This is an optimization exercise on Yosys and OpenROAD, whose aim is small area and a short achievable clock period, not a production implementation.
At most, simulation tests tie the RTL to the original design; equivalence was not proved.
Function not checked in runs 2 and 3: the RTL went through the layout flow alone.

## config.mk

```make
export PLATFORM = sky130hd
export DESIGN_NAME = fp16MAC
export DESIGN_NICKNAME = fp16MAC
export VERILOG_FILES = /design/flow/design.v
export SDC_FILE = /design/flow/constraint.sdc
export NUM_CORES = 4
export LEC_CHECK = 0
export ABC_AREA = 1
export CAP_MARGIN = 20
export CORE_MARGIN = 2
export CORE_UTILIZATION = 55
export CTS_BUF_LIST = sky130_fd_sc_hd__clkbuf_8
export SLEW_MARGIN = 20
export SYNTH_HIERARCHICAL = 1
```

## standard.sh

```bash
#!/bin/bash
# synth_recipe.tcl (not shown) runs the flow's synth.tcl, then flattens the netlist and writes it again
# the make line also repeats each setting of config.mk as NAME=value (left out here)
make -C /OpenROAD-flow-scripts/flow DESIGN_CONFIG=/design/flow/config.mk WORK_HOME=/design/flow/orfs CLKGATE_MAP_FILE= SYNTH_SCRIPT=/design/flow/synth_recipe.tcl "${@:-finish}"
```

## flow/abc_fast.script

```
strash
balance
rewrite
refactor
balance
rewrite -z
refactor -z
balance
rewrite -z
refactor -z
balance
dch
map -B 0.9
topo
stime -c
buffer -c
upsize -c
dnsize -c
```

## flow/own_synth.tcl

```tcl
set own_dir [file dirname [file normalize [info script]]]
proc synth {args} {
  if {[lsearch -exact $args "fine:"] >= 0} {
    yosys synth -nofsm -noshare -noabc {*}$args
  } else {
    yosys synth -nofsm -noshare {*}$args
  }
}
proc extract_fa {args} { yosys extract_fa {*}$args fm_mul_prod }
proc keep_hierarchy {args} {
  foreach m {fm_add fm_mul_prod fm_mul_round} { yosys setattr -mod -set keep_hierarchy 1 $m }
}
proc abc {args} {
  global own_dir
  set i [expr {[lsearch -exact $args -script] + 1}]
  yosys abc {*}[lreplace $args $i $i $own_dir/abc_fast.script] fm_add
  yosys abc {*}[lreplace $args $i $i $own_dir/abc_area.script] fm_mul_prod fm_mul_round fp16MAC
}
source $::env(SCRIPTS_DIR)/synth.tcl
# left out here: clear keep_hierarchy, flatten, clean up, hide names made inside functions, write 1_2_yosys.v
```

## constraint.sdc

```tcl
create_clock -name core_clock -period 15.5 [get_ports {CLK}]
set_input_delay 3.1000 -clock core_clock [delete_from_list [all_inputs] [get_ports {CLK}]]
set_output_delay 3.1000 -clock core_clock [all_outputs]
set_load 0.01 [all_outputs]
```

## flow/run.sh

```bash
#!/bin/bash
# Own flow: the standard layout (standard.sh, unchanged ORFS scripts)
# with three changes:
#  - its own synthesis script, flow/own_synth.tcl (see there);
#  - repair_timing aims for 9.8 ns of setup slack (SETUP_SLACK_MARGIN),
#    i.e. it sizes the critical paths for about a 5.7 ns clock, while the
#    design is still laid out and signed off at the design's period;
#  - the ports are buffered with buf_1 cells instead of the larger delay
#    buffers buffer_ports picks by default (every port is still buffered).
# Floorplan, power grid, placement, clock tree and routing are otherwise the
# standard flow's.  Each make step writes its full log under orfs/logs/; the
# make output itself goes to standard.log here.
set -euo pipefail
cp config.mk own_config.mk
echo 'export BUFFER_PORTS_ARGS = -buffer_cell sky130_fd_sc_hd__buf_1' >> own_config.mk
sed -E -e "s#SYNTH_SCRIPT=[^ ]+#SYNTH_SCRIPT=$PWD/flow/own_synth.tcl SETUP_SLACK_MARGIN=9.9 ABC_LOAD_IN_FF=10#" \
       -e "s#DESIGN_CONFIG=[^ ]+#DESIGN_CONFIG=$PWD/own_config.mk#" standard.sh > own_standard.sh
grep -q "SYNTH_SCRIPT=$PWD/flow/own_synth.tcl" own_standard.sh
grep -q "DESIGN_CONFIG=$PWD/own_config.mk" own_standard.sh
bash own_standard.sh > standard.log 2>&1
```

## design.v

```verilog
module fm_sk #(parameter N = 8) (a, b, cin, sum, cout);
	input  [N-1:0] a, b;
	input          cin;
	output [N-1:0] sum;
	output         cout;
	localparam L = (N >= 16) ? 5 : (N >= 8) ? 4 : (N >= 4) ? 3 : (N >= 2) ? 2 : 1;
	wire [N:0] g0 = {a & b, cin};
	wire [N:0] p0 = {a ^ b, 1'b0};
	wire [N:0] g [0:L];
	wire [N:0] p [0:L];
	assign g[0] = g0;
	assign p[0] = p0;
	genvar l, i;
	generate
		for (l = 0; l < L; l = l + 1) begin : lv
			for (i = 0; i <= N; i = i + 1) begin : bt
				if (((i >> l) & 1) == 1) begin : comb
					localparam integer J = ((i >> l) << l) - 1;
					assign g[l+1][i] = g[l][i] | (p[l][i] & g[l][J]);
					assign p[l+1][i] = p[l][i] & p[l][J];
				end else begin : pass
					assign g[l+1][i] = g[l][i];
					assign p[l+1][i] = p[l][i];
				end
			end
		end
	endgenerate
	assign sum  = p0[N:1] ^ g[L][N-1:0];
	assign cout = g[L][N];
endmodule
module fm_inc #(parameter N = 8) (a, inc, sum, cout);
	input  [N-1:0] a;
	input          inc;
	output [N-1:0] sum;
	output         cout;
	wire [N:0] c;
	assign c[0] = inc;
	genvar i;
	generate
		for (i = 1; i <= N; i = i + 1) begin : bt
			assign c[i] = inc & (&a[i-1:0]);
		end
	endgenerate
	assign sum  = a ^ c[N-1:0];
	assign cout = c[N];
endmodule
module fm_mul_pre(a, b, s, e, c);
	input  [15:0] a, b;
	output        s;
	output [4:0]  e;
	output [1:0]  c;
	wire za  = ~|a[14:0];
	wire zb  = ~|b[14:0];
	wire ia  = &a[14:10];
	wire ib  = &b[14:10];
	wire nan = (ia & |a[9:0]) | (ib & |b[9:0]);
	wire z   = za | zb;
	wire i   = ia | ib;
	assign s = a[15] ^ b[15];
	assign e = a[14:10] + b[14:10];
	assign c = (nan | (z & i)) ? 2'd3 : z ? 2'd0 : i ? 2'd2 : 2'd1;
endmodule
module fm_mul_prod(ma, mb, m, st);
	input  [9:0]  ma, mb;
	output [12:0] m;
	output        st;
	wire pp_0_0 = ma[0] & mb[0];
	wire pp_0_1 = ma[0] & mb[1];
	wire pp_0_2 = ma[0] & mb[2];
	wire pp_0_3 = ma[0] & mb[3];
	wire pp_0_4 = ma[0] & mb[4];
	wire pp_0_5 = ma[0] & mb[5];
	wire pp_0_6 = ma[0] & mb[6];
	wire pp_0_7 = ma[0] & mb[7];
	wire pp_0_8 = ma[0] & mb[8];
	wire pp_0_9 = ma[0] & mb[9];
	wire pp_1_0 = ma[1] & mb[0];
	wire pp_1_1 = ma[1] & mb[1];
	wire pp_1_2 = ma[1] & mb[2];
	wire pp_1_3 = ma[1] & mb[3];
	wire pp_1_4 = ma[1] & mb[4];
	wire pp_1_5 = ma[1] & mb[5];
	wire pp_1_6 = ma[1] & mb[6];
	wire pp_1_7 = ma[1] & mb[7];
	wire pp_1_8 = ma[1] & mb[8];
	wire pp_1_9 = ma[1] & mb[9];
	wire pp_2_0 = ma[2] & mb[0];
	wire pp_2_1 = ma[2] & mb[1];
	wire pp_2_2 = ma[2] & mb[2];
	wire pp_2_3 = ma[2] & mb[3];
	wire pp_2_4 = ma[2] & mb[4];
	wire pp_2_5 = ma[2] & mb[5];
	wire pp_2_6 = ma[2] & mb[6];
	wire pp_2_7 = ma[2] & mb[7];
	wire pp_2_8 = ma[2] & mb[8];
	wire pp_2_9 = ma[2] & mb[9];
	wire pp_3_0 = ma[3] & mb[0];
	wire pp_3_1 = ma[3] & mb[1];
	wire pp_3_2 = ma[3] & mb[2];
	wire pp_3_3 = ma[3] & mb[3];
	wire pp_3_4 = ma[3] & mb[4];
	wire pp_3_5 = ma[3] & mb[5];
	wire pp_3_6 = ma[3] & mb[6];
	wire pp_3_7 = ma[3] & mb[7];
	wire pp_3_8 = ma[3] & mb[8];
	wire pp_3_9 = ma[3] & mb[9];
	wire pp_4_0 = ma[4] & mb[0];
	wire pp_4_1 = ma[4] & mb[1];
	wire pp_4_2 = ma[4] & mb[2];
	wire pp_4_3 = ma[4] & mb[3];
	wire pp_4_4 = ma[4] & mb[4];
	wire pp_4_5 = ma[4] & mb[5];
	wire pp_4_6 = ma[4] & mb[6];
	wire pp_4_7 = ma[4] & mb[7];
	wire pp_4_8 = ma[4] & mb[8];
	wire pp_4_9 = ma[4] & mb[9];
	wire pp_5_0 = ma[5] & mb[0];
	wire pp_5_1 = ma[5] & mb[1];
	wire pp_5_2 = ma[5] & mb[2];
	wire pp_5_3 = ma[5] & mb[3];
	wire pp_5_4 = ma[5] & mb[4];
	wire pp_5_5 = ma[5] & mb[5];
	wire pp_5_6 = ma[5] & mb[6];
	wire pp_5_7 = ma[5] & mb[7];
	wire pp_5_8 = ma[5] & mb[8];
	wire pp_5_9 = ma[5] & mb[9];
	wire pp_6_0 = ma[6] & mb[0];
	wire pp_6_1 = ma[6] & mb[1];
	wire pp_6_2 = ma[6] & mb[2];
	wire pp_6_3 = ma[6] & mb[3];
	wire pp_6_4 = ma[6] & mb[4];
	wire pp_6_5 = ma[6] & mb[5];
	wire pp_6_6 = ma[6] & mb[6];
	wire pp_6_7 = ma[6] & mb[7];
	wire pp_6_8 = ma[6] & mb[8];
	wire pp_6_9 = ma[6] & mb[9];
	wire pp_7_0 = ma[7] & mb[0];
	wire pp_7_1 = ma[7] & mb[1];
	wire pp_7_2 = ma[7] & mb[2];
	wire pp_7_3 = ma[7] & mb[3];
	wire pp_7_4 = ma[7] & mb[4];
	wire pp_7_5 = ma[7] & mb[5];
	wire pp_7_6 = ma[7] & mb[6];
	wire pp_7_7 = ma[7] & mb[7];
	wire pp_7_8 = ma[7] & mb[8];
	wire pp_7_9 = ma[7] & mb[9];
	wire pp_8_0 = ma[8] & mb[0];
	wire pp_8_1 = ma[8] & mb[1];
	wire pp_8_2 = ma[8] & mb[2];
	wire pp_8_3 = ma[8] & mb[3];
	wire pp_8_4 = ma[8] & mb[4];
	wire pp_8_5 = ma[8] & mb[5];
	wire pp_8_6 = ma[8] & mb[6];
	wire pp_8_7 = ma[8] & mb[7];
	wire pp_8_8 = ma[8] & mb[8];
	wire pp_8_9 = ma[8] & mb[9];
	wire pp_9_0 = ma[9] & mb[0];
	wire pp_9_1 = ma[9] & mb[1];
	wire pp_9_2 = ma[9] & mb[2];
	wire pp_9_3 = ma[9] & mb[3];
	wire pp_9_4 = ma[9] & mb[4];
	wire pp_9_5 = ma[9] & mb[5];
	wire pp_9_6 = ma[9] & mb[6];
	wire pp_9_7 = ma[9] & mb[7];
	wire pp_9_8 = ma[9] & mb[8];
	wire pp_9_9 = ma[9] & mb[9];
	wire hs0 = pp_0_9 ^ pp_1_8;
	wire hc0 = pp_0_9 & pp_1_8;
	wire fs1 = ma[0] ^ pp_1_9 ^ pp_2_8;
	wire fc1 = (ma[0] & pp_1_9) | (ma[0] & pp_2_8) | (pp_1_9 & pp_2_8);
	wire hs2 = pp_3_7 ^ pp_4_6;
	wire hc2 = pp_3_7 & pp_4_6;
	wire fs3 = ma[1] ^ pp_2_9 ^ pp_3_8;
	wire fc3 = (ma[1] & pp_2_9) | (ma[1] & pp_3_8) | (pp_2_9 & pp_3_8);
	wire hs4 = pp_4_7 ^ pp_5_6;
	wire hc4 = pp_4_7 & pp_5_6;
	wire fs5 = ma[2] ^ pp_3_9 ^ pp_4_8;
	wire fc5 = (ma[2] & pp_3_9) | (ma[2] & pp_4_8) | (pp_3_9 & pp_4_8);
	wire hs6 = pp_0_6 ^ pp_1_5;
	wire hc6 = pp_0_6 & pp_1_5;
	wire fs7 = pp_0_7 ^ pp_1_6 ^ pp_2_5;
	wire fc7 = (pp_0_7 & pp_1_6) | (pp_0_7 & pp_2_5) | (pp_1_6 & pp_2_5);
	wire hs8 = pp_3_4 ^ pp_4_3;
	wire hc8 = pp_3_4 & pp_4_3;
	wire fs9 = pp_0_8 ^ pp_1_7 ^ pp_2_6;
	wire fc9 = (pp_0_8 & pp_1_7) | (pp_0_8 & pp_2_6) | (pp_1_7 & pp_2_6);
	wire fs10 = pp_3_5 ^ pp_4_4 ^ pp_5_3;
	wire fc10 = (pp_3_5 & pp_4_4) | (pp_3_5 & pp_5_3) | (pp_4_4 & pp_5_3);
	wire hs11 = pp_6_2 ^ pp_7_1;
	wire hc11 = pp_6_2 & pp_7_1;
	wire fs12 = hs0 ^ pp_2_7 ^ pp_3_6;
	wire fc12 = (hs0 & pp_2_7) | (hs0 & pp_3_6) | (pp_2_7 & pp_3_6);
	wire fs13 = pp_4_5 ^ pp_5_4 ^ pp_6_3;
	wire fc13 = (pp_4_5 & pp_5_4) | (pp_4_5 & pp_6_3) | (pp_5_4 & pp_6_3);
	wire fs14 = pp_7_2 ^ pp_8_1 ^ pp_9_0;
	wire fc14 = (pp_7_2 & pp_8_1) | (pp_7_2 & pp_9_0) | (pp_8_1 & pp_9_0);
	wire fs15 = hc0 ^ fs1 ^ hs2;
	wire fc15 = (hc0 & fs1) | (hc0 & hs2) | (fs1 & hs2);
	wire fs16 = pp_5_5 ^ pp_6_4 ^ pp_7_3;
	wire fc16 = (pp_5_5 & pp_6_4) | (pp_5_5 & pp_7_3) | (pp_6_4 & pp_7_3);
	wire fs17 = pp_8_2 ^ pp_9_1 ^ mb[0];
	wire fc17 = (pp_8_2 & pp_9_1) | (pp_8_2 & mb[0]) | (pp_9_1 & mb[0]);
	wire fs18 = fc1 ^ hc2 ^ fs3;
	wire fc18 = (fc1 & hc2) | (fc1 & fs3) | (hc2 & fs3);
	wire fs19 = hs4 ^ pp_6_5 ^ pp_7_4;
	wire fc19 = (hs4 & pp_6_5) | (hs4 & pp_7_4) | (pp_6_5 & pp_7_4);
	wire fs20 = pp_8_3 ^ pp_9_2 ^ mb[1];
	wire fc20 = (pp_8_3 & pp_9_2) | (pp_8_3 & mb[1]) | (pp_9_2 & mb[1]);
	wire fs21 = fc3 ^ hc4 ^ fs5;
	wire fc21 = (fc3 & hc4) | (fc3 & fs5) | (hc4 & fs5);
	wire fs22 = pp_5_7 ^ pp_6_6 ^ pp_7_5;
	wire fc22 = (pp_5_7 & pp_6_6) | (pp_5_7 & pp_7_5) | (pp_6_6 & pp_7_5);
	wire fs23 = pp_8_4 ^ pp_9_3 ^ mb[2];
	wire fc23 = (pp_8_4 & pp_9_3) | (pp_8_4 & mb[2]) | (pp_9_3 & mb[2]);
	wire fs24 = fc5 ^ ma[3] ^ pp_4_9;
	wire fc24 = (fc5 & ma[3]) | (fc5 & pp_4_9) | (ma[3] & pp_4_9);
	wire fs25 = pp_5_8 ^ pp_6_7 ^ pp_7_6;
	wire fc25 = (pp_5_8 & pp_6_7) | (pp_5_8 & pp_7_6) | (pp_6_7 & pp_7_6);
	wire fs26 = pp_8_5 ^ pp_9_4 ^ mb[3];
	wire fc26 = (pp_8_5 & pp_9_4) | (pp_8_5 & mb[3]) | (pp_9_4 & mb[3]);
	wire fs27 = ma[4] ^ pp_5_9 ^ pp_6_8;
	wire fc27 = (ma[4] & pp_5_9) | (ma[4] & pp_6_8) | (pp_5_9 & pp_6_8);
	wire fs28 = pp_7_7 ^ pp_8_6 ^ pp_9_5;
	wire fc28 = (pp_7_7 & pp_8_6) | (pp_7_7 & pp_9_5) | (pp_8_6 & pp_9_5);
	wire fs29 = ma[5] ^ pp_6_9 ^ pp_7_8;
	wire fc29 = (ma[5] & pp_6_9) | (ma[5] & pp_7_8) | (pp_6_9 & pp_7_8);
	wire hs30 = pp_0_4 ^ pp_1_3;
	wire hc30 = pp_0_4 & pp_1_3;
	wire fs31 = pp_0_5 ^ pp_1_4 ^ pp_2_3;
	wire fc31 = (pp_0_5 & pp_1_4) | (pp_0_5 & pp_2_3) | (pp_1_4 & pp_2_3);
	wire hs32 = pp_3_2 ^ pp_4_1;
	wire hc32 = pp_3_2 & pp_4_1;
	wire fs33 = hs6 ^ pp_2_4 ^ pp_3_3;
	wire fc33 = (hs6 & pp_2_4) | (hs6 & pp_3_3) | (pp_2_4 & pp_3_3);
	wire fs34 = pp_4_2 ^ pp_5_1 ^ pp_6_0;
	wire fc34 = (pp_4_2 & pp_5_1) | (pp_4_2 & pp_6_0) | (pp_5_1 & pp_6_0);
	wire fs35 = hc6 ^ fs7 ^ hs8;
	wire fc35 = (hc6 & fs7) | (hc6 & hs8) | (fs7 & hs8);
	wire fs36 = pp_5_2 ^ pp_6_1 ^ pp_7_0;
	wire fc36 = (pp_5_2 & pp_6_1) | (pp_5_2 & pp_7_0) | (pp_6_1 & pp_7_0);
	wire fs37 = fc7 ^ hc8 ^ fs9;
	wire fc37 = (fc7 & hc8) | (fc7 & fs9) | (hc8 & fs9);
	wire fs38 = fs10 ^ hs11 ^ pp_8_0;
	wire fc38 = (fs10 & hs11) | (fs10 & pp_8_0) | (hs11 & pp_8_0);
	wire fs39 = fc9 ^ fc10 ^ hc11;
	wire fc39 = (fc9 & fc10) | (fc9 & hc11) | (fc10 & hc11);
	wire fs40 = fs12 ^ fs13 ^ fs14;
	wire fc40 = (fs12 & fs13) | (fs12 & fs14) | (fs13 & fs14);
	wire fs41 = fc12 ^ fc13 ^ fc14;
	wire fc41 = (fc12 & fc13) | (fc12 & fc14) | (fc13 & fc14);
	wire fs42 = fs15 ^ fs16 ^ fs17;
	wire fc42 = (fs15 & fs16) | (fs15 & fs17) | (fs16 & fs17);
	wire fs43 = fc15 ^ fc16 ^ fc17;
	wire fc43 = (fc15 & fc16) | (fc15 & fc17) | (fc16 & fc17);
	wire fs44 = fs18 ^ fs19 ^ fs20;
	wire fc44 = (fs18 & fs19) | (fs18 & fs20) | (fs19 & fs20);
	wire fs45 = fc18 ^ fc19 ^ fc20;
	wire fc45 = (fc18 & fc19) | (fc18 & fc20) | (fc19 & fc20);
	wire fs46 = fs21 ^ fs22 ^ fs23;
	wire fc46 = (fs21 & fs22) | (fs21 & fs23) | (fs22 & fs23);
	wire fs47 = fc21 ^ fc22 ^ fc23;
	wire fc47 = (fc21 & fc22) | (fc21 & fc23) | (fc22 & fc23);
	wire fs48 = fs24 ^ fs25 ^ fs26;
	wire fc48 = (fs24 & fs25) | (fs24 & fs26) | (fs25 & fs26);
	wire fs49 = fc24 ^ fc25 ^ fc26;
	wire fc49 = (fc24 & fc25) | (fc24 & fc26) | (fc25 & fc26);
	wire fs50 = fs27 ^ fs28 ^ mb[4];
	wire fc50 = (fs27 & fs28) | (fs27 & mb[4]) | (fs28 & mb[4]);
	wire fs51 = fc27 ^ fc28 ^ fs29;
	wire fc51 = (fc27 & fc28) | (fc27 & fs29) | (fc28 & fs29);
	wire fs52 = pp_8_7 ^ pp_9_6 ^ mb[5];
	wire fc52 = (pp_8_7 & pp_9_6) | (pp_8_7 & mb[5]) | (pp_9_6 & mb[5]);
	wire fs53 = fc29 ^ ma[6] ^ pp_7_9;
	wire fc53 = (fc29 & ma[6]) | (fc29 & pp_7_9) | (ma[6] & pp_7_9);
	wire fs54 = pp_8_8 ^ pp_9_7 ^ mb[6];
	wire fc54 = (pp_8_8 & pp_9_7) | (pp_8_8 & mb[6]) | (pp_9_7 & mb[6]);
	wire fs55 = ma[7] ^ pp_8_9 ^ pp_9_8;
	wire fc55 = (ma[7] & pp_8_9) | (ma[7] & pp_9_8) | (pp_8_9 & pp_9_8);
	wire hs56 = pp_0_3 ^ pp_1_2;
	wire hc56 = pp_0_3 & pp_1_2;
	wire fs57 = hs30 ^ pp_2_2 ^ pp_3_1;
	wire fc57 = (hs30 & pp_2_2) | (hs30 & pp_3_1) | (pp_2_2 & pp_3_1);
	wire fs58 = hc30 ^ fs31 ^ hs32;
	wire fc58 = (hc30 & fs31) | (hc30 & hs32) | (fs31 & hs32);
	wire fs59 = fc31 ^ hc32 ^ fs33;
	wire fc59 = (fc31 & hc32) | (fc31 & fs33) | (hc32 & fs33);
	wire fs60 = fc33 ^ fc34 ^ fs35;
	wire fc60 = (fc33 & fc34) | (fc33 & fs35) | (fc34 & fs35);
	wire fs61 = fc35 ^ fc36 ^ fs37;
	wire fc61 = (fc35 & fc36) | (fc35 & fs37) | (fc36 & fs37);
	wire fs62 = fc37 ^ fc38 ^ fs39;
	wire fc62 = (fc37 & fc38) | (fc37 & fs39) | (fc38 & fs39);
	wire fs63 = fc39 ^ fc40 ^ fs41;
	wire fc63 = (fc39 & fc40) | (fc39 & fs41) | (fc40 & fs41);
	wire fs64 = fc41 ^ fc42 ^ fs43;
	wire fc64 = (fc41 & fc42) | (fc41 & fs43) | (fc42 & fs43);
	wire fs65 = fc43 ^ fc44 ^ fs45;
	wire fc65 = (fc43 & fc44) | (fc43 & fs45) | (fc44 & fs45);
	wire fs66 = fc45 ^ fc46 ^ fs47;
	wire fc66 = (fc45 & fc46) | (fc45 & fs47) | (fc46 & fs47);
	wire fs67 = fc47 ^ fc48 ^ fs49;
	wire fc67 = (fc47 & fc48) | (fc47 & fs49) | (fc48 & fs49);
	wire fs68 = fc49 ^ fc50 ^ fs51;
	wire fc68 = (fc49 & fc50) | (fc49 & fs51) | (fc50 & fs51);
	wire fs69 = fc51 ^ fc52 ^ fs53;
	wire fc69 = (fc51 & fc52) | (fc51 & fs53) | (fc52 & fs53);
	wire fs70 = fc53 ^ fc54 ^ fs55;
	wire fc70 = (fc53 & fc54) | (fc53 & fs55) | (fc54 & fs55);
	wire fs71 = fc55 ^ ma[8] ^ pp_9_9;
	wire fc71 = (fc55 & ma[8]) | (fc55 & pp_9_9) | (ma[8] & pp_9_9);
	wire hs72 = pp_0_2 ^ pp_1_1;
	wire hc72 = pp_0_2 & pp_1_1;
	wire fs73 = hs56 ^ pp_2_1 ^ pp_3_0;
	wire fc73 = (hs56 & pp_2_1) | (hs56 & pp_3_0) | (pp_2_1 & pp_3_0);
	wire fs74 = hc56 ^ fs57 ^ pp_4_0;
	wire fc74 = (hc56 & fs57) | (hc56 & pp_4_0) | (fs57 & pp_4_0);
	wire fs75 = fc57 ^ fs58 ^ pp_5_0;
	wire fc75 = (fc57 & fs58) | (fc57 & pp_5_0) | (fs58 & pp_5_0);
	wire fs76 = fc58 ^ fs59 ^ fs34;
	wire fc76 = (fc58 & fs59) | (fc58 & fs34) | (fs59 & fs34);
	wire fs77 = fc59 ^ fs60 ^ fs36;
	wire fc77 = (fc59 & fs60) | (fc59 & fs36) | (fs60 & fs36);
	wire fs78 = fc60 ^ fs61 ^ fs38;
	wire fc78 = (fc60 & fs61) | (fc60 & fs38) | (fs61 & fs38);
	wire fs79 = fc61 ^ fs62 ^ fs40;
	wire fc79 = (fc61 & fs62) | (fc61 & fs40) | (fs62 & fs40);
	wire fs80 = fc62 ^ fs63 ^ fs42;
	wire fc80 = (fc62 & fs63) | (fc62 & fs42) | (fs63 & fs42);
	wire fs81 = fc63 ^ fs64 ^ fs44;
	wire fc81 = (fc63 & fs64) | (fc63 & fs44) | (fs64 & fs44);
	wire fs82 = fc64 ^ fs65 ^ fs46;
	wire fc82 = (fc64 & fs65) | (fc64 & fs46) | (fs65 & fs46);
	wire fs83 = fc65 ^ fs66 ^ fs48;
	wire fc83 = (fc65 & fs66) | (fc65 & fs48) | (fs66 & fs48);
	wire fs84 = fc66 ^ fs67 ^ fs50;
	wire fc84 = (fc66 & fs67) | (fc66 & fs50) | (fs67 & fs50);
	wire fs85 = fc67 ^ fs68 ^ fs52;
	wire fc85 = (fc67 & fs68) | (fc67 & fs52) | (fs68 & fs52);
	wire fs86 = fc68 ^ fs69 ^ fs54;
	wire fc86 = (fc68 & fs69) | (fc68 & fs54) | (fs69 & fs54);
	wire fs87 = fc69 ^ fs70 ^ mb[7];
	wire fc87 = (fc69 & fs70) | (fc69 & mb[7]) | (fs70 & mb[7]);
	wire fs88 = fc70 ^ fs71 ^ mb[8];
	wire fc88 = (fc70 & fs71) | (fc70 & mb[8]) | (fs71 & mb[8]);
	wire fs89 = fc71 ^ ma[9] ^ mb[9];
	wire fc89 = (fc71 & ma[9]) | (fc71 & mb[9]) | (ma[9] & mb[9]);
	wire [21:0] ra = {1'b0, fc89, fc88, fc87, fc86, fc85, fc84, fc83, fc82, fc81, fc80, fc79, fc78, fc77, fc76, fc75, fc74, fc73, hc72, hs72, pp_0_1, pp_0_0};
	wire [21:0] rb = {1'b0, 1'b1, fs89, fs88, fs87, fs86, fs85, fs84, fs83, fs82, fs81, fs80, fs79, fs78, fs77, fs76, fs75, fs74, fs73, pp_2_0, pp_1_0, 1'b0};
	wire [21:0] p;
	wire        pc;
	fm_sk #(22) u_cpa(.a(ra), .b(rb), .cin(1'b0), .sum(p), .cout(pc));
	assign m  = p[21:9];
	assign st = |p[8:0];
endmodule
module fm_mul_round(s, e, c, m, st, p);
	input         s;
	input  [4:0]  e;
	input  [1:0]  c;
	input  [12:0] m;      
	input         st;     
	output [15:0] p;
	wire hi = m[12];
	wire r  = hi ? m[1] : m[0];
	wire g  = hi ? m[2] : m[1];
	wire sk = st | (hi & m[0]);
	wire up = r & (g | sk);
	wire [10:0] k  = hi ? m[12:2] : m[11:1];
	wire [11:0] kp = {1'b0, k} + up;
	wire        cy = hi | kp[11];
	wire [9:0]  f  = kp[11] ? kp[10:1] : kp[9:0];
	wire [4:0]  ex = e + {3'b100, cy, ~cy};         
	reg [14:0] mag;
	always @(*) begin
		case (c)
			2'd0: mag = 15'h0000;
			2'd1: mag = {ex, f};
			2'd2: mag = 15'h7c00;
			default: mag = 15'h7c01;
		endcase
	end
	assign p = {s, mag};
endmodule
module fm_add(A, B, Y);
	input  [15:0] A, B;
	output [15:0] Y;
	wire       sA = A[15], sB = B[15];
	wire [4:0] eA = A[14:10], eB = B[14:10];
	wire [9:0] mA = A[9:0],   mB = B[9:0];
	wire zA  = ~|eA;
	wire zB  = ~|eB;
	wire iA  = &eA;
	wire iB  = &eB;
	wire nan = (iA & |mA) | (iB & |mB);
	wire sub = sA ^ sB;
	wire [4:0] dab, dba;
	wire       cab, cba;
	fm_sk #(5) u_dab(.a(eA), .b(~eB), .cin(1'b1), .sum(dab), .cout(cab));    
	fm_sk #(5) u_dba(.a(eB), .b(~eA), .cin(1'b1), .sum(dba), .cout(cba));    
	wire [9:0] mdum;
	wire       cm;
	fm_sk #(10) u_mc(.a(mA), .b(~mB), .cin(1'b1), .sum(mdum), .cout(cm));    
	wire       d0   = cab & cba;
	wire       ge   = cab;                       
	wire       gm   = cab & (~cba | cm);         
	wire [4:0] d    = ge ? dab : dba;
	wire [4:0] emax = ge ? eA : eB;
	wire [10:0] Mbig = gm ? {1'b1, mA} : {1'b1, mB};
	wire [10:0] Msm  = gm ? {1'b1, mB} : {1'b1, mA};
	wire        sbig = gm ? sA : sB;
	wire [21:0] yal = {Msm, 11'b0} >> d;
	wire        st8 = |yal[8:0];
	wire        st9 = st8 | yal[9];
	wire        st10 = st9 | yal[10];
	wire [11:0] H;
	wire        Hc;
	fm_sk #(12) u_h(.a({1'b0, Mbig}), .b({12{sub}} ^ {1'b0, yal[21:11]}), .cin(sub & ~st10), .sum(H), .cout(Hc));
	wire        R10 = yal[10] ^ (sub & st9);
	wire        R9  = yal[9]  ^ (sub & st8);
	wire        n0 = H[11];
	wire        n1 = ~H[11] & H[10];
	wire        n2 = ~H[11] & ~H[10];
	wire [10:0] fk = ({11{n0}} & H[11:1]) | ({11{n1}} & H[10:0]) | ({11{n2}} & {H[9:0], R10});
	wire        fr = (n0 & H[0]) | (n1 & R10) | (n2 & R9);
	wire        fg = (n0 & H[1]) | (n1 & H[0]) | (n2 & R10);
	wire        fs = (n0 & st10) | (n1 & st9) | (n2 & st8);
	wire        fup = fr & (fg | fs);
	wire [10:0] fkp;
	wire        fov;
	fm_inc #(11) u_fi(.a(fk), .inc(fup), .sum(fkp), .cout(fov));
	wire [4:0]  emp1, emp2, emm1;
	wire        dc0, dc1, dc2;
	fm_inc #(5) u_e1(.a(emax), .inc(1'b1), .sum(emp1), .cout(dc0));
	fm_inc #(5) u_e2(.a(emp1), .inc(1'b1), .sum(emp2), .cout(dc1));
	fm_sk  #(5) u_e3(.a(emax), .b(5'b11111), .cin(1'b0), .sum(emm1), .cout(dc2));
	wire [4:0]  fe = n0 ? (fov ? emp2 : emp1) :
	                 n1 ? (fov ? emp1 : emax) :
	                      (fov ? emax : emm1);
	wire [14:0] far_mag = {fe, fkp[9:0]};
	wire [11:0] T = {H[10:0], R10};
	reg [3:0] lz;
	always @(*) begin
		casez (T[10:0])
			11'b1??????????: lz = 4'd0;
			11'b01?????????: lz = 4'd1;
			11'b001????????: lz = 4'd2;
			11'b0001???????: lz = 4'd3;
			11'b00001??????: lz = 4'd4;
			11'b000001?????: lz = 4'd5;
			11'b0000001????: lz = 4'd6;
			11'b00000001???: lz = 4'd7;
			11'b000000001??: lz = 4'd8;
			default:         lz = 4'd9;
		endcase
	end
	wire [10:0] V  = T[10:0] << lz;
	wire [4:0]  en;
	wire        enc;
	fm_sk #(5) u_en(.a(emax), .b(~{1'b0, lz}), .cin(1'b0), .sum(en), .cout(enc));    
	wire        nv = V[10];
	wire [15:0] near_res = nv ? {sbig, en, V[9:0]} : {6'b0, V[9:0]};
	wire        near_sel = sub & (d0 | ((d == 5'd1) & ~T[11]));
	wire [15:0] normal = near_sel ? near_res : {sbig, far_mag};
	assign Y = nan ? 16'h7c01 :
	           zA  ? B :
	           zB  ? A :
	           (iA | iB) ? (sub ? 16'h7c01 : {sA, 15'h7c00}) :
	           normal;
endmodule
module fp16MAC(a, b, acc, CLK, RESETn);
	input [15:0] a, b;
	input CLK, RESETn;
	output reg [15:0] acc;
	wire        pre_s;
	wire [4:0]  pre_e;
	wire [1:0]  pre_c;
	fm_mul_pre u_pre(.a(a), .b(b), .s(pre_s), .e(pre_e), .c(pre_c));
	reg        in_s;
	reg [1:0]  in_c;
	reg [4:0]  in_e;
	reg [9:0]  in_ma, in_mb;
	wire [12:0] mul_m;
	wire        mul_st;
	fm_mul_prod u_prod(.ma(in_ma), .mb(in_mb), .m(mul_m), .st(mul_st));
	reg        md_s;
	reg [1:0]  md_c;
	reg [4:0]  md_e;
	reg [12:0] md_m;
	reg        md_st;
	wire [15:0] prod_w;
	fm_mul_round u_rnd(.s(md_s), .e(md_e), .c(md_c), .m(md_m), .st(md_st), .p(prod_w));
	reg [15:0] prod;
	wire [15:0] sum_w;
	fm_add u_add(.A(acc), .B(prod), .Y(sum_w));
	always @(posedge CLK, negedge RESETn) begin
		if (!RESETn) begin
			in_s <= 1'b0;
			in_c <= 2'd0;
			md_s <= 1'b0;
			md_c <= 2'd0;
			prod <= 16'd0;
			acc  <= 16'd0;
		end else begin
			in_s <= pre_s;
			in_c <= pre_c;
			md_s <= in_s;
			md_c <= in_c;
			prod <= prod_w;
			acc  <= sum_w;
		end
	end
	always @(posedge CLK) begin
		in_e  <= pre_e;
		in_ma <= a[9:0];
		in_mb <= b[9:0];
		md_e  <= in_e;
		md_m  <= mul_m;
		md_st <= mul_st;
	end
endmodule
```

## flow/abc_area.script

```
strash
dch
amap
topo
stime -c
buffer -c
upsize -c
dnsize -c
```

==> notes.md, run 1 <==
first-pass iteration count of the detailed router=6; Max Root-Sink Buffers=2; DR vias/cell=5.68; post-synth net total=1573; Critical Path End Type=register; Antenna Diode Count=0; Worst Tran Pin Value=0.957 ns; global-route wire length before repair=45.5 mm; Die Width=138 µm; GRT overflow=0; WHS=0.334 ns; Starting DRT DRC Count=837; most frequent cell on the critical path=fa_1; CP Launch Type=register; yosys warns=13; P&R area growth vs syn=9.03%; critical path's slowest cell=fa_1; crit path kind=register to register; commonest non-fill, non-tap cell in the layout=nand2_1; vias=9707; RSZ-0062 raised after global routing=false; Most used DFF post-synth=dfxtp_1; Reg clk slew, reported paths=0.09 ns; Final setup viols=0; antenna violations before repair=0; DRT Wirelength=28.5 mm; Critical path origin=in_mb[9]; FMAX=191 MHz; most frequent cells in the layout=336 x nand2_1, 195 x nor2_1, 125 x nand3_1; CTS Hold Buffers Added=0; mux cell area share after synthesis=0%; largest net degree at the start of global routing=39; complex-gate fraction of the synthesized area=14.0%; CP Data Arrival Time=5.49 ns; synth unique cells=72; CTS Buf Count=9; crit path buf inv count=4; Synth async-reset ratio=46.3%; Post-Synth Adder-Cell Area=20.5%; H-Tree Depth=3; crit-path max FO=8; GPL Wtd Cong=0.947; worst clock skew=0.00898 ns; count of input and output buffers=49; footprint of the multi-input gates=7480 µm²; syn avg cell area=6.96 µm²; WL per Instance=16.7 µm; clock root buffer master=clkbuf_8; Post-synth EDFFs=0; Die Y=138 µm; CTS Sinks=82; main combinational cell family by area after synthesis=simple AND/OR/NAND/NOR gates; Max stage delay on crit path=0.54 ns; crit share post-route=33.8%; Seq/Total Area, Yosys=18.5%; CTS tree=yes; setup TNS=0 ns; outcome=complete, no violations; Clk Latency, worst-skew pair=0.37 ns; Post-route DRC=0; Slew Viols, Final=0; Hold Vio Cnt, Final=0; Synth Area in Simple Gates=36.0%; worst r2r src=in_mb[9]; Yosys reg bits=82; FILL cells=1694; overall routing resource usage=29.2%; crit path time final=5.23 ns; Cell Area, Synth=9930 µm²; R2R Setup Slk=10.27 ns; Std-Cell Rows=49; post-synthesis xor/xnor area fraction=1.85%; Reg area=1850 µm²; share of layout cells above drive strength 1=14.9%; crit-path cells=clkinvlp_4 -> buf_4 -> nor2_1 -> fa_1 -> fa_1 -> fa_1 -> fa_1 -> fa_1 -> ha_1 -> inv_1 -> nor2_1 -> nor3_1 -> o32ai_2 -> a41oi_4 -> inv_1 -> fa_1 -> nor2_1 -> a21oi_1; I/O pin total=50; HP Class=register to register; crit-path leading delay family=adder cells; final antenna-violating net count=0; Critical Path RT=15.76 ns; Post-DP HPWL=22.3 mm; vias in the first global route=9012; hold_sp=in_e[4]; core area=17800 µm²; maxcap violations=0; fin nets=1621; Initial Util=55.6%; slew margin rel.=36.2%; die area=19100 µm²; synthesized instance count=1427
[Yosys stat by module (local to each module, per instance)]
module        times used  flops+latches  cells  cell area (µm²)
fm_add                 1              0    882             4300
fm_mul_prod            1              0    327             3060
fp16MAC                1             82    139             2120
fm_mul_round           1              0     79              445
[kinds of logic (layout without fill, tap and decap cells)]
| family | Yosys count | after routing |
|---|---|---|
| AO/OA/AOI/OAI | 218 | 218 |
| XOR/XNOR | 18 | 18 |
| adder cells (fa/ha/maj) | 112 | 112 |
| buffers and inverters | 202 | 248 |
| flip-flops | 82 | 82 |
| AND/OR/NAND/NOR | 795 | 802 |
[area by class of cell]
| type | count | share of cell area [%] |
|---|---|---|
| clock inverter | 7 | 0.671 |
| inverter | 156 | 5.62 |
| clock buffer | 9 | 1.14 |
| multi-input combinational | 1150 | 69.1 |
| tap | 229 | 2.65 |
| timing repair buffer | 76 | 3.73 |
| sequential | 82 | 17.1 |
[layer usage]
metal / routed length [µm] / vias to the layer above / GRT usage [%] / part of all wire (%)
li1: - / 4757 / - / -
met1: 11600 / 4516 / 36.7 / 41
met2: 14200 / 347 / 52.2 / 50
met3: 1490 / 87 / 3.43 / 5.2
met4: 1170 / 0 / 9.99 / 4.1
met5: 0 / - / 0 / 0
[stage by stage]
stage | worst slack [ns] | util (%) | cells | area [µm²]
global placement | 9.60 | 56.5 | 1660 | 10100
detailed placement | 9.58 | 56.5 | 1660 | 10100
floorplan | 10.54 | - | 1427 | 9930
global route | 9.84 | 60.7 | 1709 | 10800
CTS | 10.00 | 57.8 | 1679 | 10300
finish | 10.27 | 60.7 | 1709 | 10800
[cell usage after synthesis, drive strengths merged, types with 13 or more instances]
cell type | instances | area, µm²
nor3 | 17 | 105
nand2 | 379 | 1530
a21oi | 66 | 364
or2 | 13 | 81.3
nor2 | 213 | 867
fa | 84 | 1680
nand3 | 143 | 761
nand4 | 14 | 103
inv | 131 | 492
dfrtp | 38 | 951
xor2 | 16 | 159
ha | 28 | 350
clkinv | 25 | 96.3
buf | 39 | 300
o21ai | 86 | 457
dfxtp | 44 | 881
[worst reg2reg max path: stages, from the launching register on]
cell,delay [ns]
dfxtp_1,0.41
clkinvlp_4,0.23
buf_4,0.20
nor2_1,0.12
fa_1,0.46
fa_1,0.51
fa_1,0.46
fa_1,0.54
fa_1,0.42
ha_1,0.31
inv_1,0.10
nor2_1,0.08
nor3_1,0.18
o32ai_2,0.12
a41oi_4,0.28
inv_1,0.11
fa_1,0.45
nor2_1,0.10
a21oi_1,0.04
[final timing paths]
kind                       endpoint  cells past startpoint
setup / recovery            md_m[7]                     18
hold / removal              md_e[4]                      0
setup reg to reg            md_m[7]                     18
hold reg to reg             md_e[4]                      0
max in group asynchronous   acc[11]                      1
min in group asynchronous   acc[14]                      1
[what timing repair did]
action                                  in CTS  in global routing
pin swaps                                    0                 16
gates resized for setup                      5                 69
setup buffers                                3                 23
gates cloned                                 0                  7
endpoints found under the setup margin      16                 17
[flip-flops by register name (all words and copies together) (netlist names)]
signal and flops:
acc 16, in_e 5, in_ma 10, md_c 2
in_c 2, md_e 5, md_m 13, md_st 1
in_mb 10, in_s 1, md_s 1, prod 16
==> inputs of run 2 (changes only) <==
--- a/design.v
+++ b/design.v
@@ -46,2 +46,28 @@
 endmodule
+module fm_cpd #(parameter N = 8) (a, b, s0, s1);
+	input  [N-1:0] a, b;
+	output [N:0]   s0, s1;
+	localparam L = (N >= 16) ? 5 : (N >= 8) ? 4 : (N >= 4) ? 3 : (N >= 2) ? 2 : 1;
+	wire [N-1:0] g [0:L];
+	wire [N-1:0] p [0:L];
+	assign g[0] = a & b;
+	assign p[0] = a ^ b;
+	genvar l, i;
+	generate
+		for (l = 0; l < L; l = l + 1) begin : lv
+			for (i = 0; i < N; i = i + 1) begin : bt
+				if (((i >> l) & 1) == 1) begin : comb
+					localparam integer J = ((i >> l) << l) - 1;
+					assign g[l+1][i] = g[l][i] | (p[l][i] & g[l][J]);
+					assign p[l+1][i] = p[l][i] & p[l][J];
+				end else begin : pass
+					assign g[l+1][i] = g[l][i];
+					assign p[l+1][i] = p[l][i];
+				end
+			end
+		end
+	endgenerate
+	assign s0 = {g[L][N-1], p[0][N-1:1] ^ g[L][N-2:0], p[0][0]};
+	assign s1 = {g[L][N-1] | p[L][N-1], p[0][N-1:1] ^ (g[L][N-2:0] | p[L][N-2:0]), ~p[0][0]};
+endmodule
 module fm_mul_pre(a, b, s, e, c);
@@ -413,18 +439,25 @@
 	wire        st10 = st9 | yal[10];
-	wire [11:0] H;
-	wire        Hc;
-	fm_sk #(12) u_h(.a({1'b0, Mbig}), .b({12{sub}} ^ {1'b0, yal[21:11]}), .cin(sub & ~st10), .sum(H), .cout(Hc));
+	wire [11:0] X   = {1'b0, Mbig};
+	wire [11:0] Yx  = {12{sub}} ^ {1'b0, yal[21:11]};
+	wire        cin = sub & ~st10;
+	wire [11:0] S   = X ^ Yx;
+	wire [11:0] C   = X & Yx;
+	wire [11:0] Z0, Z1;                          
+	fm_cpd #(11) u_h(.a(S[11:1]), .b(C[10:0]), .s0(Z0), .s1(Z1));
+	wire        h0  = S[0] ^ cin;                
+	wire [10:0] Hs  = (S[0] & cin) ? Z1[10:0] : Z0[10:0];    
 	wire        R10 = yal[10] ^ (sub & st9);
 	wire        R9  = yal[9]  ^ (sub & st8);
-	wire        n0 = H[11];
-	wire        n1 = ~H[11] & H[10];
-	wire        n2 = ~H[11] & ~H[10];
-	wire [10:0] fk = ({11{n0}} & H[11:1]) | ({11{n1}} & H[10:0]) | ({11{n2}} & {H[9:0], R10});
-	wire        fr = (n0 & H[0]) | (n1 & R10) | (n2 & R9);
-	wire        fg = (n0 & H[1]) | (n1 & H[0]) | (n2 & R10);
-	wire        fs = (n0 & st10) | (n1 & st9) | (n2 & st8);
-	wire        fup = fr & (fg | fs);
-	wire [10:0] fkp;
-	wire        fov;
-	fm_inc #(11) u_fi(.a(fk), .inc(fup), .sum(fkp), .cout(fov));
+	wire        n0 = Hs[10];
+	wire        n1 = ~Hs[10] & Hs[9];
+	wire        up0 = h0  & (Hs[0] | st10);
+	wire        up1 = R10 & (h0 | st9);
+	wire        up2 = R9  & (R10 | st8);
+	wire [9:0]  fm0 = up0 ? Z1[9:0] : Z0[9:0];
+	wire [9:0]  fm1 = ~up1 ? {Hs[8:0], h0} : h0 ? {Z1[8:0], 1'b0} : {Hs[8:0], 1'b1};
+	wire [9:0]  fm2 = ~up2 ? {Hs[7:0], h0, R10} : ~R10 ? {Hs[7:0], h0, 1'b1} :
+	                  h0 ? {Z1[7:0], 2'b00} : {Hs[7:0], 2'b10};
+	wire        fo0 = up0 & Z1[11];
+	wire        fo1 = up1 & h0 & Z1[10];
+	wire        fo2 = up2 & R10 & h0 & Z1[9];
 	wire [4:0]  emp1, emp2, emm1;
@@ -434,7 +467,8 @@
 	fm_sk  #(5) u_e3(.a(emax), .b(5'b11111), .cin(1'b0), .sum(emm1), .cout(dc2));
-	wire [4:0]  fe = n0 ? (fov ? emp2 : emp1) :
-	                 n1 ? (fov ? emp1 : emax) :
-	                      (fov ? emax : emm1);
-	wire [14:0] far_mag = {fe, fkp[9:0]};
-	wire [11:0] T = {H[10:0], R10};
+	wire [4:0]  fe = n0 ? (fo0 ? emp2 : emp1) :
+	                 n1 ? (fo1 ? emp1 : emax) :
+	                      (fo2 ? emax : emm1);
+	wire [9:0]  fm = n0 ? fm0 : n1 ? fm1 : fm2;
+	wire [14:0] far_mag = {fe, fm};
+	wire [11:0] T = {Hs[9:0], h0, R10};
 	reg [3:0] lz;
==> flow/run.sh (replaced) <==
#!/bin/bash
# Own flow: the standard layout (standard.sh, unchanged ORFS scripts and
# settings) with its own synthesis script, flow/own_synth.tcl (see there).
# Floorplan, power grid, placement, clock tree and routing are the standard
# flow's.  Each make step writes its full log under orfs/logs/; the make
# output itself goes to standard.log here.
set -euo pipefail
sed -E "s#SYNTH_SCRIPT=[^ ]+#SYNTH_SCRIPT=$PWD/flow/own_synth.tcl SETUP_SLACK_MARGIN=9.8#" standard.sh > own_standard.sh
grep -q "SYNTH_SCRIPT=$PWD/flow/own_synth.tcl" own_standard.sh
bash own_standard.sh > standard.log 2>&1
==> flow/abc_fast.script (replaced) <==
strash
dch
map -B 0.9
topo
stime -c
buffer -c
upsize -c
dnsize -c
--- a/config.mk
+++ b/config.mk
@@ -11,3 +11,2 @@
 export CORE_UTILIZATION = 55
-export CTS_BUF_LIST = sky130_fd_sc_hd__clkbuf_8
 export SLEW_MARGIN = 20
==> run 2 against run 1 <==
Against the previous run: still clean; cell area grew 11%; critical path type unchanged; clock skew grew 0.0052 ns; final cell count grew 11%; via count grew 12%; highest routed layer unchanged.
==> notes.md, run 2 <==
outcome=complete, no violations; most frequent cells in the layout=368 x nand2_1, 182 x nor2_1, 166 x nand3_1; share of layout cells above drive strength 1=13.5% (-1.3 points); largest net degree at the start of global routing=39 (unchanged); Regs by FF count=acc (16), prod (16), md_m (13); Hold Vio Cnt, Final=0 (unchanged); crit share post-route=34.1% (+0.33 points); count of input and output buffers=49 (unchanged); vias=10900 (+12%); syn avg cell area=6.86 µm² (-1.3%); Worst Hold End=md_e[2]; Die Width=144 µm (+4.2%); vias in the first global route=10000 (+11%); CTS Sinks=82 (unchanged); Cell Area, Synth=10800 µm² (+8.8%); Reg2Reg Depth=35 (+17); Clk Latency, worst-skew pair=0.34 ns (-0.03 ns); HP Class=register to register; Finished Layout Cells=1891 (+11%); clock root buffer master=clkbuf_16; GPL Wtd Cong=1.02 (+7.6%); maxcap violations=0 (unchanged); worst clock skew=0.0142 ns (+0.00523 ns); FMAX=189 MHz (-0.98%); Yosys reg bits=82 (unchanged); antenna violations before repair=0 (unchanged); post-synth top area cell=fa_1; H-Tree Depth=3 (unchanged); R2R Setup Slk=10.22 ns (-0.05 ns); worst r2r src=acc[14]; yosys warns=13 (unchanged); crit path kind=register to register; Final WS setup=10.22 ns (-0.0516 ns); setup TNS=0 ns (unchanged); first-pass iteration count of the detailed router=8 (+2); Yosys top cell area share=15.6% (-1.4 points); Post-Place Worst Slack=9.31 ns (-0.269 ns); Final setup viols=0 (unchanged); Antenna Diode Count=0 (unchanged); Seq/Total Area, Yosys=17.0% (-1.5 points); CP Data Arrival Time=5.51 ns (+0.02 ns); commonest non-fill, non-tap cell in the layout=nand2_1; Synth async-reset ratio=46.3% (unchanged); most frequent cells after synthesis=376 x nand2_1, 184 x nor2_1, 169 x nand3_1; Critical Path RT=15.72 ns (-0.04 ns); P&R area growth vs syn=11.3%; Reg clk slew, reported paths=0.07 ns (-0.02 ns); Post-synth EDFFs=0 (unchanged); synth unique cells=71 (-1.4%); DR vias/cell=5.74 (+1.1%); Worst Tran Pin Value=0.984 ns (+0.0263 ns); Die Y=144 µm (+4.2%); CTS Buf Count=9 (unchanged); crit path time final=5.28 ns (+0.0516 ns); Critical Path End Type=register; die area=20800 µm² (+8.6%); Std-Cell Rows=51 (+4.1%); FILL cells=1911 (+13%); Most used DFF post-synth=dfxtp_1; WHS Path Cells=0 (unchanged); synthesized instance count=1574 (+10%); footprint of the multi-input gates=8210 µm² (+9.8%); Placed Cells=1845 (+11%); CP Launch Type=register; DRT Wirelength=31.3 mm (+9.9%); final instance area=12000 µm² (+11%); critical path's slowest cell=dfrtp_1; Post-route DRC=0 (unchanged); final antenna-violating net count=0 (unchanged); Worst R2R End=acc[9]; Max stage delay on crit path=0.55 ns (about the same); post-synth net total=1720 (+9.3%); GRT overflow=0 (unchanged); Slew Viols, Final=0 (unchanged); slew margin rel.=33.7% (-2.4 points); CTS tree=yes; most frequent cell on the critical path=nand2_1; ranking of synthesized cells by area=fa_1 16%, nand2_1 13%, dfrtp_1 8.8%; Placed Area=11300 µm² (+12%); Initial Util=55.7% (+0.060 points); top-count cell post-synth=nand2_1; Reg area=1830 µm² (-0.81%); Post-DP HPWL=25.2 mm (+13%); global-route wire length before repair=49.9 mm (+9.5%); fin nets=1767 (+9.0%); hold_sp=in_e[2]; core area=19400 µm² (+8.7%); Max Root-Sink Buffers=2 (unchanged); WL per Instance=16.5 µm (-0.72%); RSZ-0062 raised after global routing=false; Starting DRT DRC Count=752 (-10%); I/O pin total=50 (unchanged); crit-path max FO=15 (+7); overall routing resource usage=30.3% (+1.1 points)
## run 2: worst max-delay path: cells and delay by family (launching register included)
kind / cells / cell delay (ns)
DFF: 1 / 0.55
AOI/OAI and AO/OA: 5 / 0.58
and+or+nand+nor: 25 / 3.04
buffers and inverters: 4 / 0.66
xor gates and xnor gates: 1 / 0.31
## run 2: worst max path at each step
stage / start / endpoint / slack [ns] / cells after the start
after global placement: prod[14] / acc[13] / 9.30 / 32
after floorplan: in_ma[1] / md_m[7] / 10.70 / 18
after global routing: prod[12] / acc[14] / 9.79 / 43
final: acc[14] / acc[9] / 10.22 / 35
after CTS: acc[11] / acc[11] / 9.84 / 38
after detailed placement: acc[11] / acc[13] / 9.31 / 37
## run 2: kinds of logic after synthesis
| logic type | synth area share [%] |
|---|---|
| adders and majority gates | 18.8 |
| and+or+nand+nor | 38.4 |
| xor gates and xnor gates | 1.84 |
| DFF | 17.0 |
| AOI/OAI and AO/OA | 15.4 |
| buffers and inverters | 8.56 |
## run 2: per-layer routing
layer,vias to the layer above,wire [µm],global-route usage (%)
met4,0,1010,10.6
met3,79,1400,3.11
met2,351,15500,53.7
li1,5317,-,-
met1,5114,13300,38.6
met5,-,0,0
## run 2: stage by stage
stage / util [%] / hold WS (ns)
6_report: 62.0 / 0.326
5_1_grt: 62.0 / 0.330
4_1_cts: 60.2 / 0.328
3_5_place_dp: 58.4 / 0.314
3_3_place_gp: 58.4 / 0.311
2_1_floorplan: - / 0.310
## run 2: layout make-up
cell class	count	area share, %
multi-input combinational	1285	68.3
sequential	82	15.2
timing repair buffer	79	6.02
inverter	164	5.18
tap	265	2.76
clock buffer	9	1.87
clock inverter	7	0.635
## run 2: modules after synthesis (local to each module, per instance)
| module | area, µm² | times used |
|---|---|---|
| fm_add | 5220 | 1 |
| fm_mul_prod | 3030 | 1 |
| fm_mul_round | 445 | 1 |
| fp16MAC | 2110 | 1 |
## run 2: repair_timing
item	in CTS	in global routing
cloned	1	1
buffers inserted	3	25
endpoints found under the setup margin	16	16
hold endpoints to repair	0	0
gates resized for setup	3	31
pin swaps	2	12
hold buffers	0	0
==> inputs of run 3 (changes only) <==
--- a/design.v
+++ b/design.v
@@ -374,5 +374,3 @@
 	wire [21:0] rb = {1'b0, 1'b1, fs89, fs88, fs87, fs86, fs85, fs84, fs83, fs82, fs81, fs80, fs79, fs78, fs77, fs76, fs75, fs74, fs73, pp_2_0, pp_1_0, 1'b0};
-	wire [21:0] p;
-	wire        pc;
-	fm_sk #(22) u_cpa(.a(ra), .b(rb), .cin(1'b0), .sum(p), .cout(pc));
+	wire [21:0] p = ra + rb;
 	assign m  = p[21:9];
==> run 3 against run 2 <==
Against the previous run: still clean; register-to-register slack worse by 0.11 ns; maximum frequency fell by 2.1%; global-route usage rose by 3.0 points; non-clock buffer count is 15 lower; routed wire length rose by 8.7%; die area is 0.56% higher; core utilization shrank 0.53 points; highest routed layer unchanged.
==> notes.md, run 3 <==
Worst Tran Pin Value=0.895 ns (-0.0888 ns); Max Root-Sink Buffers=2 (unchanged); Initial Util=56.0% (+0.32 points); FMAX=185 MHz (-2.1%); outcome=complete, no violations; largest net degree at the start of global routing=39 (unchanged); syn avg cell area=6.78 µm² (-1.2%); first-pass iteration count of the detailed router=7 (-1); core area=19400 µm² (unchanged); share of layout cells above drive strength 1=11.4% (-2.2 points); Seq/Total Area, Yosys=16.9% (-0.098 points); most frequent cells in the layout=389 x nand2_1, 194 x nor2_1, 175 x nand3_1; crit path kind=register to register; Cell Area, Synth=10900 µm² (+0.58%); Hold Vio Cnt, Final=0 (unchanged); Yosys top cell area share=14.9% (-0.64 points); Final setup viols=0 (unchanged); RSZ-0062 raised after global routing=true; worst r2r src=acc[13]; post-synth net total=1747 (+1.6%); most frequent cell on the critical path=nand2_1; HP Class=register to register; P&R area growth vs syn=9.70%; Worst Hold End=md_e[3]; Reg clk slew, reported paths=0.07 ns (about the same); final instance area=11900 µm² (-0.85%); most frequent cells after synthesis=393 x nand2_1, 198 x nor2_1, 176 x nand3_1; top-count cell post-synth=nand2_1; CTS Sinks=82 (unchanged); hold_sp=in_e[3]; clock root buffer master=clkbuf_16; crit path buf inv count=7 (+3); Yosys reg bits=82 (unchanged); Max stage delay on crit path=0.44 ns (-0.11 ns); synth unique cells=76 (+7.0%); crit share post-route=34.8% (+0.74 points); count of input and output buffers=49 (unchanged); Synth async-reset ratio=46.3% (unchanged); Post-route DRC=0 (unchanged); Critical Path End Type=register; footprint of the multi-input gates=8250 µm² (+0.43%); Regs by FF count=acc (16), prod (16), md_m (13); CP Launch Type=register; I/O pin total=50 (unchanged); Slew Viols, Final=0 (unchanged); Critical Path RT=15.76 ns (+0.04 ns); R2R Setup Slk=10.10 ns (-0.11 ns); die area=20900 µm² (+0.56%); Die Width=145 µm (+0.28%); global-route wire length before repair=54.2 mm (+8.7%); DR vias/cell=5.98 (+4.1%); crit path time final=5.40 ns (+0.115 ns); CP Data Arrival Time=5.66 ns (+0.15 ns); WHS=0.326 ns (-0.000247 ns); Finished Layout Cells=1901 (+0.53%); slew margin rel.=40.3% (+6.6 points); CTS tree=yes; crit-path max FO=26 (+11); Std-Cell Rows=51 (unchanged); Placed Cells=1871 (+1.4%); post-synth top area cell=fa_1; synthesized instance count=1603 (+1.8%); CTS Hold Buffers Added=0 (unchanged); crit-path leading delay family=simple AND/OR/NAND/NOR gates; worst clock skew=0.00992 ns (-0.00429 ns); yosys warns=12 (-1); Antenna Diode Count=0 (unchanged); maxcap violations=0 (unchanged); final antenna-violating net count=0 (unchanged); overall routing resource usage=33.3% (+3.0 points); GPL Wtd Cong=0.988 (-3.1%); H-Tree Depth=3 (unchanged); critical path's slowest cell=dfrtp_1; GRT overflow=0 (unchanged); Clk Latency, worst-skew pair=0.34 ns (about the same); WHS Path Cells=0 (unchanged); setup TNS=0 ns (unchanged); vias=11400 (+4.6%); DRT Wirelength=34.0 mm (+8.7%); commonest non-fill, non-tap cell in the layout=nand2_1; Placed Area=11400 µm² (+0.57%); vias in the first global route=10500 (+5.3%); Post-synth EDFFs=0 (unchanged); Reg2Reg Depth=26 (-26%); CTS Buf Count=9 (unchanged); WL per Instance=17.9 µm (+8.1%); Starting DRT DRC Count=980 (+30%); antenna violations before repair=0 (unchanged); Post-DP HPWL=27.2 mm (+7.7%); Most used DFF post-synth=dfxtp_1; Reg area=1840 µm² (+0.14%); Die Y=145 µm (+0.28%); Worst R2R End=acc[1]; FILL cells=1922 (+0.58%); ranking of synthesized cells by area=fa_1 15%, nand2_1 14%, dfrtp_1 8.8%; fin nets=1775 (+0.45%)
-- run 3: worst max path at each step --
stage	endpoint	from	depth (start not counted)	slack, ns
floorplan	md_m[10]	in_ma[1]	17	11.04
global placement	acc[9]	acc[10]	30	9.87
detailed placement	acc[13]	acc[13]	37	9.82
CTS	acc[6]	acc[11]	38	9.81
global route	acc[6]	acc[11]	37	9.68
finish	acc[1]	acc[13]	26	10.10
-- run 3: through the flow --
stage          utilization [%]  worst slack, ns
6_report                  61.4            10.10
3_5_place_dp              58.7             9.82
2_1_floorplan                -            11.04
3_3_place_gp              58.7             9.87
4_1_cts                   60.3             9.81
5_1_grt                   61.4             9.68
-- run 3: area by class of cell --
cell class                 count  share of cell area (%)
tap                          265                    2.78
sequential                    82                    15.4
clock buffer                  11                    2.21
timing repair buffer          64                    5.12
inverter                     153                    4.95
multi-input combinational   1321                    69.2
clock inverter                 5                   0.357
-- run 3: logic make-up (layout without fill, tap and decap cells) --
logic type / Yosys count / count (layout) / share of synthesized area (%)
simple gates: 903 / 905 / 38.8
compound gates: 288 / 288 / 16.4
buf+inv: 202 / 233 / 8.19
fa+ha+maj: 110 / 110 / 18.3
flops: 82 / 82 / 16.9
xor+xnor: 18 / 18 / 1.52
-- run 3: repair_timing --
action | CTS | global route
resized for setup | 1 | 29
endpoints found under the hold margin | 0 | 0
buffers inserted | 0 | 12
pin swaps | 0 | 6
endpoints found under the setup margin | 6 | 16
cloned | 0 | 2
-- run 3: worst reg2reg max path, cell delays in order (launching register included) --
cell and delay [ns]:
dfrtp_1 0.44, inv_1 0.16, nand2_1 0.11, nand2_2 0.14
nor2_4 0.06, nand2_2 0.11, nand2_8 0.16, inv_2 0.13
nand2_1 0.10, nand2_4 0.19, clkinvlp_4 0.23, buf_4 0.20
o21ai_0 0.34, nand3_1 0.21, nand2_2 0.15, nand4_1 0.17
nor2_4 0.21, inv_2 0.12, nand2_1 0.28, clkinvlp_4 0.27
nand2_1 0.21, inv_1 0.23, o211ai_1 0.42, o311ai_0 0.34
nand2_1 0.13, nand2_1 0.09, a21oi_1 0.15
-- run 3: metal layers --
| metal | share of wire (%) | routed length [µm] | GRT usage (%) | vias to the layer above |
|---|---|---|---|---|
| met4 | 5.9 | 2020 | 18.0 | 0 |
| met5 | 0 | 0 | 0 | - |
| met1 | 39 | 13200 | 40.6 | 5292 |
| met3 | 6.0 | 2050 | 3.34 | 141 |
| met2 | 49 | 16800 | 58.0 | 511 |
| li1 | - | - | - | 5419 |
-- run 3: per-module statistics from Yosys, one instance, submodules excluded --
| module | cell area, µm² | copies in the design |
|---|---|---|
| fm_mul_prod | 3230 | 1 |
| fm_add | 5020 | 1 |
| fp16MAC | 2110 | 1 |
| fm_mul_round | 499 | 1 |

-- separate check: timing with driven ports --
The flow's constraints put no driver on any port. The routed layouts listed below were extracted and timed again, unchanged, in two steps.
Step 1, drivers: a clkbuf_16 drives CLK and a buf_2 each remaining input, both assumed.
Step 2 moves the port delays by t, midway between the first and last clock arrival at a register: inputs arrive t later, outputs are due t later. That takes back most of the time a late clock gives input paths.
a / b / c = ideal ports / drivers / drivers and shift; a / b = the first two.
run | t (ns) | slack for setup (ns) | worst setup path at the end | clock arrival spread, ns | cell pins on the clock port's net
run 1 | 0.399 | 10.267 / 10.267 / 10.267 | register to register | 0.010 / 0.010 | 1
run 2 | 0.370 | 10.216 / 10.216 / 10.216 | register to register | 0.015 / 0.014 | 1
run 3 | 0.374 | 10.101 / 10.101 / 10.101 | register to register | 0.010 / 0.010 | 1
After both steps setup and hold are still met in every run listed.
